Source: an optimization exercise on an open RTL-to-GDS flow (aim: a short achievable clock period and few clock cycles). Production flows keep margins and buffers that such runs may drop.
In this exercise RTL edits were held to simulation tests only and were not proved equivalent to the original.
Power and IR drop assume default switching activity.

[flow/flow/run.sh]
#!/bin/bash
set -euo pipefail
bash standard.sh SETUP_SLACK_MARGIN=8 finish > standard.log 2>&1
[flow/standard.sh]
#!/bin/bash
# synth_recipe.tcl (not shown) runs the flow's synth.tcl, then flattens the netlist and writes it again
# the make line also repeats each setting of config.mk as NAME=value (left out here)
make -C /OpenROAD-flow-scripts/flow DESIGN_CONFIG=/design/flow/config.mk WORK_HOME=/design/flow/orfs CLKGATE_MAP_FILE= SYNTH_SCRIPT=/design/flow/synth_recipe.tcl "${@:-finish}"
[flow/config.mk]
export PLATFORM = sky130hd
export DESIGN_NAME = riscv_sc
export DESIGN_NICKNAME = riscv_sc
export VERILOG_FILES = /design/flow/design.v
export SDC_FILE = /design/flow/constraint.sdc
export NUM_CORES = 4
export LEC_CHECK = 0
export CAP_MARGIN = 20
export CORE_MARGIN = 2
export CORE_UTILIZATION = 50
export CTS_CLUSTER_DIAMETER = 80
export CTS_CLUSTER_SIZE = 25
export PLACE_DENSITY = 0.6
export SETUP_SLACK_MARGIN = 5
export SLEW_MARGIN = 20
[flow/constraint.sdc]
create_clock -name core_clock -period 11.0 [get_ports {clk_i}]
set_input_delay 2.2000 -clock core_clock [delete_from_list [all_inputs] [get_ports {clk_i}]]
set_output_delay 2.2000 -clock core_clock [all_outputs]
set_load 0.01 [all_outputs]
[flow/design.v]
module alu #(
    parameter int XLen = 32
) (
    input  logic [XLen-1:0] a_i,
    input  logic [XLen-1:0] b_i,
    input  logic [5:0]      op_i,
    output logic [XLen-1:0] result_o
);
  logic [XLen-1:0] p, cs, cd;
  logic lt;
  assign p = a_i ^ b_i;
  pfx_carry #(.W(XLen)) add_i (.a_i(a_i), .b_i(b_i),  .cin_i(1'b0), .c_o(cs));
  pfx_carry #(.W(XLen)) sub_i (.a_i(a_i), .b_i(~b_i), .cin_i(1'b1), .c_o(cd));
  assign lt = p[XLen-1] ? a_i[XLen-1] : ~cd[XLen-1];
  assign result_o = ({XLen{op_i[0]}} & p & ~cs)
                  | ({XLen{op_i[0]}} & ~p & cs)
                  | ({XLen{op_i[1]}} & ~p & ~cd)
                  | ({XLen{op_i[1]}} & p & cd)
                  | ({XLen{op_i[2]}} & (a_i & b_i))
                  | ({XLen{op_i[3]}} & (a_i | b_i))
                  | ({XLen{op_i[4]}} & p)
                  | ({{(XLen-1){1'b0}}, op_i[5] & lt});
endmodule
module pfx_carry #(
    parameter int W = 32,
    localparam int L = $clog2(W)
) (
    input  logic [W-1:0] a_i,
    input  logic [W-1:0] b_i,
    input  logic         cin_i,
    output logic [W-1:0] c_o
);
  logic [(L+1)*W-1:0] g, p;
  logic [W-1:0] p0;
  assign p0 = a_i ^ b_i;
  assign g[0] = (a_i[0] & b_i[0]) | (p0[0] & cin_i);
  assign p[0] = 1'b0;
  assign g[W-1:1] = a_i[W-1:1] & b_i[W-1:1];
  assign p[W-1:1] = p0[W-1:1];
  for (genvar l = 0; l < L; l++) begin : g_lvl
    for (genvar i = 0; i < W; i++) begin : g_bit
      if (i >= (1 << l)) begin : g_op
        assign g[(l+1)*W+i] = g[l*W+i] | (p[l*W+i] & g[l*W+i-(1<<l)]);
        assign p[(l+1)*W+i] = p[l*W+i] & p[l*W+i-(1<<l)];
      end else begin : g_pass
        assign g[(l+1)*W+i] = g[l*W+i];
        assign p[(l+1)*W+i] = p[l*W+i];
      end
    end
  end
  assign c_o = {g[L*W+:W-1], cin_i};
endmodule
module regfile #(
    parameter int XLen = 32,
    parameter int NReg = 32,
    localparam int NRegWidth = $clog2(NReg)
) (
    input  logic                 clk_i,
    input  logic                 rst_ni,
    input  logic [NRegWidth-1:0] a1_i,
    input  logic [NRegWidth-1:0] a2_i,
    input  logic [NRegWidth-1:0] a3_i,    
    input  logic [XLen-1:0]      wd3_i,
    output logic [XLen-1:0]      rd1_o,
    output logic [XLen-1:0]      rd2_o
);
  logic [NReg-1:1]         valid_q;
  logic [NReg*XLen-1:XLen] rf_q;
  for (genvar i = 1; i < NReg; i++) begin : g_reg
    always_ff @(posedge clk_i or negedge rst_ni) begin
      if (!rst_ni) valid_q[i] <= 1'b0;
      else if (a3_i == i) valid_q[i] <= 1'b1;
    end
    always_ff @(posedge clk_i) begin
      if (a3_i == i) rf_q[i*XLen+:XLen] <= wd3_i;
    end
  end
  logic [XLen-1:0] r1, r2;
  always_comb begin
    r1 = '0;
    r2 = '0;
    for (int i = 1; i < NReg; i++) begin
      if (a1_i == i && valid_q[i]) r1 = r1 | rf_q[i*XLen+:XLen];
      if (a2_i == i && valid_q[i]) r2 = r2 | rf_q[i*XLen+:XLen];
    end
  end
  assign rd1_o = (a3_i != '0 && a3_i == a1_i) ? wd3_i : r1;
  assign rd2_o = (a3_i != '0 && a3_i == a2_i) ? wd3_i : r2;
endmodule
module riscv_sc #(
    parameter int XLen = 32,
    parameter int ILen = 32,
    parameter int AddrWidth = 16
) (
    input logic clk_i,
    input logic rst_ni,
    output logic [AddrWidth-1:0] pmem_addr_o,
    input logic [ILen-1:0] pmem_rdata_i,
    output logic [AddrWidth-1:0] dmem_addr_o,
    input logic [XLen-1:0] dmem_rdata_i,
    output logic dmem_we_o,
    output logic [XLen-1:0] dmem_wdata_o
);
  localparam logic [6:0] OpLoad = 7'b0000011;
  localparam logic [6:0] OpStore = 7'b0100011;
  localparam logic [6:0] OpReg = 7'b0110011;
  localparam logic [6:0] OpImm = 7'b0010011;
  localparam logic [6:0] OpBranch = 7'b1100011;
  localparam logic [6:0] OpLui = 7'b0110111;
  localparam logic [6:0] OpJal = 7'b1101111;
  logic [31:0] pc_q;
  logic [AddrWidth-1:0] pc_out_q;      
  localparam int NBtb = 8;
  logic [NBtb-1:0]   btb_valid_q;
  logic [15:2]       btb_tag_q[NBtb];
  logic [15:2]       btb_target_q[NBtb];
  logic [$clog2(NBtb)-1:0] btb_ptr_q;
  logic        fill_q;
  logic [31:0] fill_pc_q, fill_target_q;
  logic        d_valid_q;
  logic        d_pred_q;     
  logic [31:0] d_ir_q;
  logic [31:0] d_pc_q;
  logic        d_pred_h_q;
  logic [31:0] d_ir_h_q;
  logic [31:0] d_pc_h_q;
  logic [31:0] e_a_q, e_b_q, e_r2_q;
  logic [5:0]  e_op_q;
  logic [4:0]  e_rd_q;       
  logic        e_load_q, e_store_q, e_beq_q;
  logic [31:0] e_target_q;
  logic [31:0] m_res_q, m_wdata_q;
  logic [4:0]  m_rd_q;
  logic        m_load_q, m_store_q;
  logic [31:0] w_res_q;
  logic [4:0]  w_rd_q;
  logic        btb_hit;
  logic [15:2] btb_target;
  always_comb begin
    btb_hit = 1'b0;
    btb_target = '0;
    for (int i = 0; i < NBtb; i++) begin
      if (btb_valid_q[i] && btb_tag_q[i] == pc_q[15:2]) begin
        btb_hit = 1'b1;
        btb_target = btb_target_q[i];
      end
    end
  end
  logic btb_fill;
  assign btb_fill = fill_q && fill_target_q[31:16] == fill_pc_q[31:16] &&
                    fill_target_q[1:0] == 2'b00;
  logic [31:0] ir;
  logic [6:0]  op;
  logic [4:0]  rs1, rs2, rd;
  logic [2:0]  funct3;
  logic is_load, is_store, is_reg, is_imm, is_beq, is_lui, is_jal;
  logic beq_same, uses_rs1, uses_rs2, writes_rd;
  logic [31:0] imm_i, imm_s, imm_b, imm_j, imm_u;
  logic [31:0] rd1, rd2;
  logic [31:0] d_target_b, d_target_j, d_target, d_link;
  logic [5:0]  d_aluop;
  logic stall, flush_e;
  assign ir     = d_ir_q;
  assign op     = ir[6:0];
  assign rs1    = ir[19:15];
  assign rs2    = ir[24:20];
  assign rd     = ir[11:7];
  assign funct3 = ir[14:12];
  assign is_load  = op == OpLoad;
  assign is_store = op == OpStore;
  assign is_reg   = op == OpReg;
  assign is_imm   = op == OpImm;
  assign is_beq   = op == OpBranch;
  assign is_lui   = op == OpLui;
  assign is_jal   = op == OpJal;
  assign beq_same  = is_beq && rs1 == rs2;
  assign uses_rs1  = is_load | is_store | is_reg | is_imm | (is_beq & ~beq_same);
  assign uses_rs2  = is_store | is_reg | (is_beq & ~beq_same);
  assign writes_rd = (is_load | is_reg | is_imm | is_lui | is_jal) && rd != 5'd0;
  assign imm_i = {{20{ir[31]}}, ir[31:20]};
  assign imm_s = {{20{ir[31]}}, ir[31:25], ir[11:7]};
  assign imm_b = {{19{ir[31]}}, ir[31], ir[7], ir[30:25], ir[11:8], 1'b0};
  assign imm_j = {{11{ir[31]}}, ir[31], ir[19:12], ir[20], ir[30:21], 1'b0};
  assign imm_u = {ir[31:12], 12'b0};
  assign d_target_b = d_pc_q + imm_b;
  assign d_target_j = d_pc_q + imm_j;
  assign d_target   = is_jal ? d_target_j : d_target_b;
  assign d_link     = d_pc_q + 32'd4;
  always_comb begin
    d_aluop = 6'b000001;
    if (is_reg | is_imm) begin
      unique case (funct3)
        3'b000:  d_aluop = (is_reg && ir[30]) ? 6'b000010 : 6'b000001;
        3'b111:  d_aluop = 6'b000100;
        3'b110:  d_aluop = 6'b001000;
        3'b100:  d_aluop = 6'b010000;
        3'b010:  d_aluop = 6'b100000;
        default: d_aluop = 6'b000001;
      endcase
    end
  end
  regfile #(
      .XLen(XLen),
      .NReg(32)
  ) regfile_i (
      .clk_i (clk_i),
      .rst_ni(rst_ni),
      .a1_i  (rs1),
      .a2_i  (rs2),
      .a3_i  (w_rd_q),
      .wd3_i (w_res_q),
      .rd1_o (rd1),
      .rd2_o (rd2)
  );
  assign stall = d_valid_q && e_load_q && e_rd_q != 5'd0 &&
                 ((uses_rs1 && rs1 == e_rd_q) || (uses_rs2 && rs2 == e_rd_q));
  logic beq_z, e_zero;
  assign beq_z = is_beq && !beq_same && e_rd_q != 5'd0 && !e_load_q && !e_op_q[5] &&
                 ((rs2 == 5'd0 && rs1 == e_rd_q) || (rs1 == 5'd0 && rs2 == e_rd_q));
  logic taken_d, mispred_d, redirect_d;
  assign taken_d    = is_jal || beq_same || (beq_z && e_zero);
  assign redirect_d = d_valid_q && !flush_e && (taken_d != d_pred_q);
  assign mispred_d  = d_pred_q;    
  logic [31:0] m_value, a_d, r2_d, b_d;
  logic fa_e, fa_m, fr_e, fr_m;
  assign m_value = m_load_q ? dmem_rdata_i : m_res_q;
  assign fa_e = uses_rs1 && rs1 == e_rd_q && rs1 != 5'd0;
  assign fa_m = uses_rs1 && rs1 == m_rd_q && rs1 != 5'd0;
  assign fr_e = uses_rs2 && rs2 == e_rd_q && rs2 != 5'd0;
  assign fr_m = uses_rs2 && rs2 == m_rd_q && rs2 != 5'd0;
  assign a_d  = fa_m ? m_value : is_lui ? 32'd0 : is_jal ? d_link : rd1;
  assign r2_d = fr_m ? m_value : rd2;
  assign b_d  = is_reg ? r2_d : is_store ? imm_s : is_lui ? imm_u : is_jal ? 32'd0 : imm_i;
  logic [31:0] res;
  logic eq;
  alu #(
      .XLen(XLen)
  ) alu_i (
      .a_i(e_a_q),
      .b_i(e_b_q),
      .op_i(e_op_q),
      .result_o(res)
  );
  assign eq = e_a_q == e_r2_q;
  logic [31:0] e_ab_x;
  assign e_ab_x = e_a_q ^ e_b_q;
  assign e_zero = (e_op_q[0] && e_ab_x == {e_a_q[30:0] | e_b_q[30:0], 1'b0})
               || ((e_op_q[1] || e_op_q[4]) && e_ab_x == 32'd0)
               || (e_op_q[2] && (e_a_q & e_b_q) == 32'd0)
               || (e_op_q[3] && (e_a_q | e_b_q) == 32'd0);
  assign flush_e = e_beq_q && eq;
  logic [31:0] pc_d;
  always_comb begin
    if (flush_e) pc_d = e_target_q;
    else if (stall) pc_d = pc_q;
    else if (redirect_d) pc_d = mispred_d ? d_link : d_target;
    else if (btb_hit) pc_d = {pc_q[31:16], btb_target, 2'b00};
    else pc_d = pc_q + 32'd4;
  end
  always_ff @(posedge clk_i or negedge rst_ni) begin
    if (!rst_ni) begin
      pc_q        <= '0;
      btb_valid_q <= '0;
      btb_ptr_q   <= '0;
      fill_q      <= 1'b0;
      d_valid_q   <= 1'b0;
      e_rd_q      <= '0;
      e_load_q    <= 1'b0;
      e_store_q   <= 1'b0;
      e_beq_q     <= 1'b0;
      m_rd_q      <= '0;
      m_load_q    <= 1'b0;
      w_rd_q      <= '0;
    end else begin
      pc_q <= pc_d;
      fill_q <= redirect_d && !mispred_d && (is_jal || beq_same);
      if (btb_fill) begin
        btb_valid_q[btb_ptr_q] <= 1'b1;
        btb_ptr_q <= btb_ptr_q + 1'b1;
      end
      if (flush_e || redirect_d) d_valid_q <= 1'b0;
      else if (!stall) d_valid_q <= 1'b1;
      if (flush_e || stall || !d_valid_q) begin
        e_rd_q    <= '0;
        e_load_q  <= 1'b0;
        e_store_q <= 1'b0;
        e_beq_q   <= 1'b0;
      end else begin
        e_rd_q    <= writes_rd ? rd : 5'd0;
        e_load_q  <= is_load;
        e_store_q <= is_store;
        e_beq_q   <= is_beq && !beq_same && !beq_z;
      end
      m_rd_q    <= e_rd_q;
      m_load_q  <= e_load_q;
      w_rd_q <= m_rd_q;
    end
  end
  always_ff @(posedge clk_i) begin
    if (!rst_ni) begin
      d_ir_h_q   <= '0;
      d_pc_h_q   <= '0;
      d_pred_h_q <= 1'b0;
    end else if (!stall) begin
      d_ir_h_q   <= pmem_rdata_i;
      d_pc_h_q   <= pc_q;
      d_pred_h_q <= btb_hit;
    end
  end
  always_ff @(posedge clk_i) begin
    if (!rst_ni) begin
      pc_out_q  <= '0;
      m_store_q <= 1'b0;
    end else begin
      pc_out_q  <= pc_d[AddrWidth-1:0];
      m_store_q <= e_store_q;
    end
  end
  always_ff @(posedge clk_i) begin
    fill_pc_q     <= d_pc_q;
    fill_target_q <= d_target;
    if (btb_fill) begin
      btb_tag_q[btb_ptr_q]    <= fill_pc_q[15:2];
      btb_target_q[btb_ptr_q] <= fill_target_q[15:2];
    end
    d_ir_q   <= stall ? d_ir_h_q : pmem_rdata_i;
    d_pc_q   <= stall ? d_pc_h_q : pc_q;
    d_pred_q <= stall ? d_pred_h_q : btb_hit;
    e_a_q      <= fa_e ? res : a_d;
    e_b_q      <= (fr_e && is_reg) ? res : b_d;
    e_r2_q     <= fr_e ? res : r2_d;
    e_op_q     <= (is_reg | is_imm) ? d_aluop : 6'b000001;
    e_target_q <= d_target_b;
    m_res_q   <= res;
    m_wdata_q <= e_r2_q;
    w_res_q <= m_value;
  end
  assign pmem_addr_o  = pc_out_q;
  assign dmem_addr_o  = m_res_q[AddrWidth-1:0];
  assign dmem_we_o    = m_store_q;
  assign dmem_wdata_o = m_wdata_q;
endmodule
==> summary.txt <==
* Layout cells sized above 1 at between 30% and 40%
* Cell taking the most area after synthesis: edfxtp_1
* Synthesized cell area at between 0.07 and 0.08 mm^2
* Layout area overhead at 27.11%
* CP max stage delay at roughly 0.7 ns
* Largest net degree at the start of global routing at a little under 50
* Layout Cells excl Fill at 9072
* Placed cells at 8240
* PortBufs at 130
* Total gr overflow at 0
* Residual DRC at 0
* Synth warnings at 2
* Yosys cell types at 96
* Tot GR Track Use at a little under half
* Most common cell in the netlist: edfxtp_1
* HPWL after DPL at 210900 um
* Clk_skew at between 0.07 and 0.08 ns
* Clk pin slew, worst setup/hold paths at approximately 0.12 ns
* WL final at 393600 um
* Core ar. at roughly 0.16 mm^2
* DRT iter0 DRCs at 15905
* Kind of start point of the critical path: flip-flop
* DR vias/cell at 7.771
* Final worst slack at 7.426 ns
* EDFF count, synth at 1216
* CTS sink count at 1749
* Flops & latches, synth at 1749
* Initial antenna violation count at 38
* Maximum clock rate at ~0.28 GHz
* Num ports at 131
* Final nets at approximately 7000
* Slew HR at 19.66%
* Fill cell count at roughly 12000
* First-pass iteration count of the detailed router at 22
* First-pass GRT wire length at 525600 um
* Worst skew pair latency at between 0.8 and 0.9 ns
* Root Driver: clkbuf_16
* Worst path slowest cell: o32ai_4
* Setup_tns at 0 ns
* Mapped Nets at 6577
* Num rows at 145
* Inserted Clock Buffers at 96
* Worst endpoint required time at ~12 ns
* Synth cell count leaders: 1216 x edfxtp_1, 438 x dfxtp_1, 433 x nand2_1
* Crit-path leading delay family: compound AO/OA/AOI/OAI gates
* Maxcap violations at 0
* Fin. Hold Viols at 0
* Asr flop ratio synth at ~5.4%
* CTS max path bufs at 3
* CTS tree: yes
* Vias in the first global route at ~64000
* H-tree depth at 3
* Via total after detailed routing at 70494
* CP Max Fanout at 24
* Power Density at 160.2 mW/mm^2
* Routed len/inst at 43.38 um
* Fin crit share at 32.49%
* Worst Setup Path Type: flip-flop to flip-flop
* VDD IR-drop max at between 150 and 200 uV
* Hold Slack at 0.3637 ns
* Chip width at 399.7 um
* Prevailing post-synth register cell: edfxtp_1
* Outcome: no timing/DRC/antenna violations
* Post-synth top area share at 46.65%
* Die ar. at 0.1597 mm^2
* Critical Path AT at 4.20 ns
* Leakage at 35.65 nW
* Critical path cell sequence: buf_8, and3b_2, and3_4, buf_12, a22o_1, a221oi_1, nand4_1, o32ai_4, mux2i_4, a221oi_4, a21oi_2
* Pin slew with the least headroom to its limit at 1.203 ns
* Hold WC Path Type: flip-flop to flip-flop
* Largest cells by area after synthesis: edfxtp_1 47%, dfxtp_1 11%, a221oi_1 4.2%
* Synthesized area per cell at 12.30 um^2
* Minimum clock period after layout at 3.574 ns
* Worst slack, placed at roughly 5.9 ns
* RePlAce Congestion at 1.012
* Chip height at 399.7 um
* Initial core utilization at 50.23%
* Sequential area share after synthesis at 60.89%
* Final setup vio count at 0
* Antenna-violating nets left at 0
* Synth Instances at 6364
* WP buf/inv at 2
* Util after Layout at a little under two thirds
* RSZ-0062 raised after global routing: yes
* Slew Viols, Final at 0
* Setup crit end kind: flip-flop
what timing repair did:
item / CTS / global route
gates cloned: 52 / 2
endpoints found under the setup margin: 420 / 303
resized for setup: 1587 / 339
hold buffers: 0 / 0
pin swaps: 376 / 276
buffers inserted: 445 / 122
per-layer routing:
layer	track usage, %	vias up	routed length, um
met5	4.964	-	1693
met4	33.26	63	37930
met3	25.78	2438	69230
met2	64.18	7578	153400
met1	57.85	34171	131300
li1	-	26244	-
stage by stage:
step           instance area [um^2]  power, mW
2_1_floorplan                 78620      9.749
3_3_place_gp                  82230      10.86
3_5_place_dp                  82270      10.88
4_1_cts                       96670      15.59
5_1_grt                       99440      16.30
6_report                      99490      15.94
layout make-up:
| type | count | area [um^2] | area share, % |
|---|---|---|---|
| timing repair buffer | 935 | 10750 | 10.81 |
| tap | 2058 | 2575 | 2.588 |
| clock buffer | 127 | 2570 | 2.583 |
| inverter | 144 | 561.8 | 0.5647 |
| sequential | 1749 | 48020 | 48.27 |
| antenna | 29 | 72.57 | 0.07294 |
| clock inverter | 54 | 696.9 | 0.7005 |
| multi-input combinational | 3976 | 34240 | 34.41 |
cells by family (layout without fill, tap and decap cells):
family                   count (synthesis)  in the layout  synth area share, %
AO/OA/AOI/OAI                         1888           1889                18.58
XOR/XNOR                               368            368                4.118
adder cells (fa/ha/maj)                147            147                2.369
buffers and inverters                  643           1260                3.333
flip-flops                            1749           1749                60.89
multiplexers                            80             80                1.089
other                                    0             29                    0
AND/OR/NAND/NOR                       1489           1492                9.620
where the power goes:
part	internal, mW	switching (mW)
sequential	7.69	0.712
combinational	1.34	1.89
clock	1.87	2.44
total	10.9	5.04
final timing paths:
path,slack (ns),cells past startpoint,from,end
worst max-delay path,7.43,11,d_ir_q[15],e_a_q[27]
max in group asynchronous,8.54,2,rst_ni,pc_q[4]
worst min register to register,0.36,0,e_r2_q[22],m_wdata_q[22]
worst min-delay path,0.36,0,e_r2_q[22],m_wdata_q[22]
min in group asynchronous,1.33,1,rst_ni,btb_valid_q[1]
worst max register to register,7.43,11,d_ir_q[15],e_a_q[27]
cells in the final DEF, fill, tap and decap left out, drive strengths merged, types with 177 or more instances in the layout:
cell type,n
edfxtp,1216
buf,842
dfxtp,438
nand2,434
a221oi,378
a22o,325
a22oi,278
nor2,242
a21oi,238
xnor2,235
nand4,233
inv,177
registers in the layout, indices dropped and copies added (netlist names), 31 cells and up:
name,count
e_a_q,32
e_target_q,32
m_wdata_q,32
fill_target_q,31
d_ir_h_q,32
w_res_q,32
d_pc_q,32
regfile_i.valid_q,31
btb_target_q,112
regfile_i.rf_q,992
btb_tag_q,112
e_b_q,32
e_r2_q,32
d_pc_h_q,32
pc_q,32
m_res_q,32
d_ir_q,32
Testbench counts, summed over its fixed seeds: cycles 84,578.

==> static timing again, ports no longer ideal <==
The flow's constraints put no driver on any port. The routed layout listed below was extracted and timed again, unchanged, in two steps. Step 1 (the two cells are an assumption about what drives the block):
set clk [get_ports {clk_i}]
set_driving_cell -lib_cell sky130_fd_sc_hd__clkbuf_16 $clk
set_driving_cell -lib_cell sky130_fd_sc_hd__buf_2 [delete_from_list [all_inputs] $clk]
Step 2, shift: input delay + t, output delay - t, t = (earliest + latest rising clock arrival at the registers) / 2. This alone moves slack from input paths to output paths. Slacks: no drivers / after step 1 / after step 2; pairs: no drivers / after step 1.
t, ns: 0.877
setup slack, ns: 7.426 / 7.372 / 6.821
hold WS [ns]: 0.364 / 0.364 / 0.364
slew at the worst register clock pin (ns): 0.12 / 0.12
After both steps setup and hold are still met in this run. For this run, drivers alone change the setup slack by -0.054 ns; drivers and shift together by -0.605 ns.
